This design comes from an exercise in tuning for small area and a short achievable clock period on the open sky130 flow, not from production work.
At most, simulation tests tie the RTL to the original design; equivalence was not proved.

// krv_core
module krv_core (
	input  wire        clk,
	input  wire        rstn,
	input  wire        kplic_int,
	input  wire        core_timer_int,
	output wire        wfi,
	output wire        instr_itcm_access,
	output wire [31:0] instr_itcm_addr,
	input  wire [31:0] instr_itcm_read_data,
	input  wire        instr_itcm_read_data_valid,
	output wire        data_dtcm_access,
	input  wire        data_dtcm_ready,
	output wire        data_dtcm_rd0_wr1,
	output wire [3:0]  data_dtcm_byte_strobe,
	output wire [31:0] data_dtcm_write_data,
	output wire [31:0] data_dtcm_addr,
	input  wire [31:0] data_dtcm_read_data,
	input  wire        data_dtcm_read_data_valid,
	output wire        IAHB_access,
	output wire [31:0] IAHB_addr,
	input  wire [31:0] IAHB_read_data,
	input  wire        IAHB_read_data_valid,
	output wire        DAHB_access,
	output wire        DAHB_rd0_wr1,
	output wire [2:0]  DAHB_size,
	output wire [31:0] DAHB_write_data,
	output wire [31:0] DAHB_addr,
	input  wire        DAHB_trans_buffer_full,
	input  wire [31:0] DAHB_read_data,
	input  wire        DAHB_read_data_valid
);
core u_core (
	.cpu_clk                    (clk),
	.cpu_rstn                   (rstn),
	.boot_addr                  (32'h0000_0000),
	.pg_resetn                  (1'b1),
	.wfi                        (wfi),
	.kplic_int                  (kplic_int),
	.core_timer_int             (core_timer_int),
	.instr_itcm_access          (instr_itcm_access),
	.instr_itcm_addr            (instr_itcm_addr),
	.instr_itcm_read_data       (instr_itcm_read_data),
	.instr_itcm_read_data_valid (instr_itcm_read_data_valid),
	.itcm_auto_load             (1'b0),
	.data_dtcm_access           (data_dtcm_access),
  ...
==> flow/config.mk <==
export PLATFORM = sky130hd
export DESIGN_NAME = krv_core
export DESIGN_NICKNAME = krv_core
export VERILOG_FILES = /design/flow/design.v
export SDC_FILE = /design/flow/constraint.sdc
export NUM_CORES = 8
export LEC_CHECK = 0
export CAP_MARGIN = 35
export CORE_MARGIN = 2
export CORE_UTILIZATION = 32
export CTS_CLUSTER_DIAMETER = 90
export CTS_CLUSTER_SIZE = 25
export PLACE_DENSITY = 0.55
export SLEW_MARGIN = 35
export SYNTH_HIERARCHICAL = 1
==> flow/constraint.sdc <==
create_clock -name core_clock -period 25.0 [get_ports {clk}]
set_input_delay 5.0000 -clock core_clock [delete_from_list [all_inputs] [get_ports {clk}]]
set_output_delay 5.0000 -clock core_clock [all_outputs]
set_load 0.01 [all_outputs]
standard.sh (not shown) runs the stock make flow with config.mk's settings and CLKGATE_MAP_FILE= SYNTH_SCRIPT=/design/flow/synth_recipe.tcl, a recipe that flattens the netlist after the stock synthesis.
==> flow/flow/run.sh <==
#!/bin/bash
# Layout flow: the standard ORFS flow, with the timing repair steps asked
# to keep a larger setup margin (so they keep improving paths that already
# meet the clock) and plain buffers on the ports.  Every tool's output goes
# to standard.log in this folder.
set -euo pipefail
bash standard.sh SETUP_SLACK_MARGIN=13.5 "BUFFER_PORTS_ARGS=-buffer_cell sky130_fd_sc_hd__buf_2" finish > standard.log 2>&1
==> next run, changes <==
--- a/flow/design.v
+++ b/flow/design.v
@@ -2129,39 +2129,14 @@
 assign s = a ^ b ^ ci;
 assign co = (a & b) | (a & ci) | (b & ci);
 endmodule
 module mul_ha (input wire a, input wire b, output wire s, output wire co);
 assign s = a ^ b;
 assign co = a & b;
 endmodule
-module br_cmp (
-input wire [31:0] s1,
-input wire [31:0] s2,
-input wire alu_sub_ex,
-input wire alu_com_ex,
-input wire alu_ucom_ex,
-input wire beq_ex,
-input wire bne_ex,
-input wire blt_ex,
-input wire bge_ex,
-input wire bltu_ex,
-input wire bgeu_ex,
-output wire com_result,
-output wire ucom_result,
-output wire branch_taken_ex
-);
-wire ult = s1 < s2;
-wire slt = (s1[31] ^ s2[31]) ? s1[31] : ult;
-assign com_result  = alu_com_ex & slt;
-assign ucom_result = alu_ucom_ex & ult;
-wire adder_res_neq0 = alu_sub_ex & (|(s1 ^ s2));
-assign branch_taken_ex = (beq_ex & ~adder_res_neq0) | (bne_ex & adder_res_neq0) |
-			 (blt_ex & com_result) | (bge_ex & ~com_result) |
-			 (bltu_ex & ucom_result) | (bgeu_ex & ~ucom_result);
-endmodule
 module core (
 	input  wire cpu_clk,						 
 	input  wire cpu_rstn,						 
 	input  wire [32 - 1 : 0] boot_addr,			 
 	input  wire pg_resetn,						 
 	output wire wfi,						 
 	input  wire kplic_int,						 
@@ -3575,32 +3550,18 @@
 assign store_data_mem = u_alu__store_data_mem;
 wire [31:0] u_alu__s1 = u_alu__src_data1_ex;
 wire [31:0] u_alu__s2 = u_alu__src_data2_ex;
 wire [31:0] u_alu__add_b = (u_alu__store_ex | u_alu__jalr_ex) ? u_alu__imm_ex : u_alu__s2;
 wire [32:0] u_alu__sum33 = {1'b0, u_alu__s1} + {1'b0, u_alu__add_b ^ {32{u_alu__alu_sub_ex}}} + {32'h0, u_alu__alu_sub_ex};
 wire [31:0] u_alu__adder_result = (u_alu__alu_add_ex | u_alu__alu_sub_ex) ? u_alu__sum33[31:0] : 32'h0;
 assign u_alu__jalr_target = u_alu__sum33[31:0];
-wire u_alu__com_result;
-wire u_alu__ucom_result;
-br_cmp u_br_cmp (
-.s1			(u_alu__s1),
-.s2			(u_alu__s2),
-.alu_sub_ex		(u_alu__alu_sub_ex),
-.alu_com_ex		(u_alu__alu_com_ex),
-.alu_ucom_ex		(u_alu__alu_ucom_ex),
-.beq_ex			(u_alu__beq_ex),
-.bne_ex			(u_alu__bne_ex),
-.blt_ex			(u_alu__blt_ex),
-.bge_ex			(u_alu__bge_ex),
-.bltu_ex		(u_alu__bltu_ex),
-.bgeu_ex		(u_alu__bgeu_ex),
-.com_result		(u_alu__com_result),
-.ucom_result		(u_alu__ucom_result),
-.branch_taken_ex	(u_alu__branch_taken_ex)
-);
+wire u_alu__ult = u_alu__s1 < u_alu__s2;
+wire u_alu__slt = (u_alu__s1[31] ^ u_alu__s2[31]) ? u_alu__s1[31] : u_alu__ult;
+wire u_alu__com_result  = u_alu__alu_com_ex & u_alu__slt;
+wire u_alu__ucom_result = u_alu__alu_ucom_ex & u_alu__ult;
 wire [31:0] u_alu__logic_result = ({32{u_alu__alu_and_ex}} & (u_alu__s1 & u_alu__s2)) |
 			   ({32{u_alu__alu_or_ex}}  & (u_alu__s1 | u_alu__s2)) |
 			   ({32{u_alu__alu_xor_ex}} & (u_alu__s1 ^ u_alu__s2));
 wire [4:0] u_alu__shamt = u_alu__s2[4:0];
 wire [31:0] u_alu__s1_rev;
 genvar u_alu__gi;
 generate
@@ -3819,14 +3780,19 @@
 				u_alu__mem_H_mem <= u_alu__mem_H_ex;
 				u_alu__mem_B_mem <= u_alu__mem_B_ex;
 				u_alu__mem_U_mem <= u_alu__mem_U_ex;
 			end
 		end
 	end
 end
+wire u_alu__src_neq = |(u_alu__s1 ^ u_alu__s2);
+wire u_alu__adder_res_neq0 = u_alu__alu_sub_ex & u_alu__src_neq;
+assign u_alu__branch_taken_ex = (u_alu__beq_ex & ~u_alu__adder_res_neq0) | (u_alu__bne_ex & u_alu__adder_res_neq0) |
+			 (u_alu__blt_ex & u_alu__com_result) | (u_alu__bge_ex & ~u_alu__com_result) |
+			 (u_alu__bltu_ex & u_alu__ucom_result) | (u_alu__bgeu_ex & ~u_alu__ucom_result);
 wire  u_dmem_ctrl__cpu_clk = cpu_clk;
 wire  u_dmem_ctrl__cpu_rstn = comb_rstn;
 wire  u_dmem_ctrl__load_mem = load_mem;
 wire  u_dmem_ctrl__store_mem = store_mem;
 wire  u_dmem_ctrl__mem_H_mem = mem_H_mem;
 wire  u_dmem_ctrl__mem_B_mem = mem_B_mem;
 wire  u_dmem_ctrl__mem_U_mem = mem_U_mem;
What happened:
- setup slack gets better by 0.12 ns
- sequential share of layout area hardly moves
- worst hold slack gets worse by 0.013 ns
- core utilization came out higher by 0.22 points
- cell area stays flat
- sequential cell count stays the same
Only the layout flow was run in the first run of this note; the RTL was not checked for function there.

[re-timing with driven ports]
No port has a modelled driver above. Below, the same layouts with a new extraction and two added sets of constraints. Step 1, drivers: a clkbuf_16 drives clk and a buf_2 each remaining input, both assumed. Step 2 times the ports against the registers' clock, not the clock port: input delays grow and output delays shrink by t, the midpoint of the rising clock arrivals with the driver on. Slacks: no drivers / after step 1 / after step 2; pairs: no drivers / after step 1.
| run | t, ns | slack for setup (ns) | worst setup path at the end | cell pins on the clock port's net |
|---|---|---|---|---|
| the first run | 1.016 | 13.306 / 13.192 / 13.428 | input to output | 1 |
| the second run | 0.953 | 13.428 / 13.338 / 13.338 | input to output | 1 |
After both steps setup and hold are still met in every run listed. For the second run, which loses most, drivers alone change the setup slack by -0.090 ns; drivers and shift together by -0.090 ns.
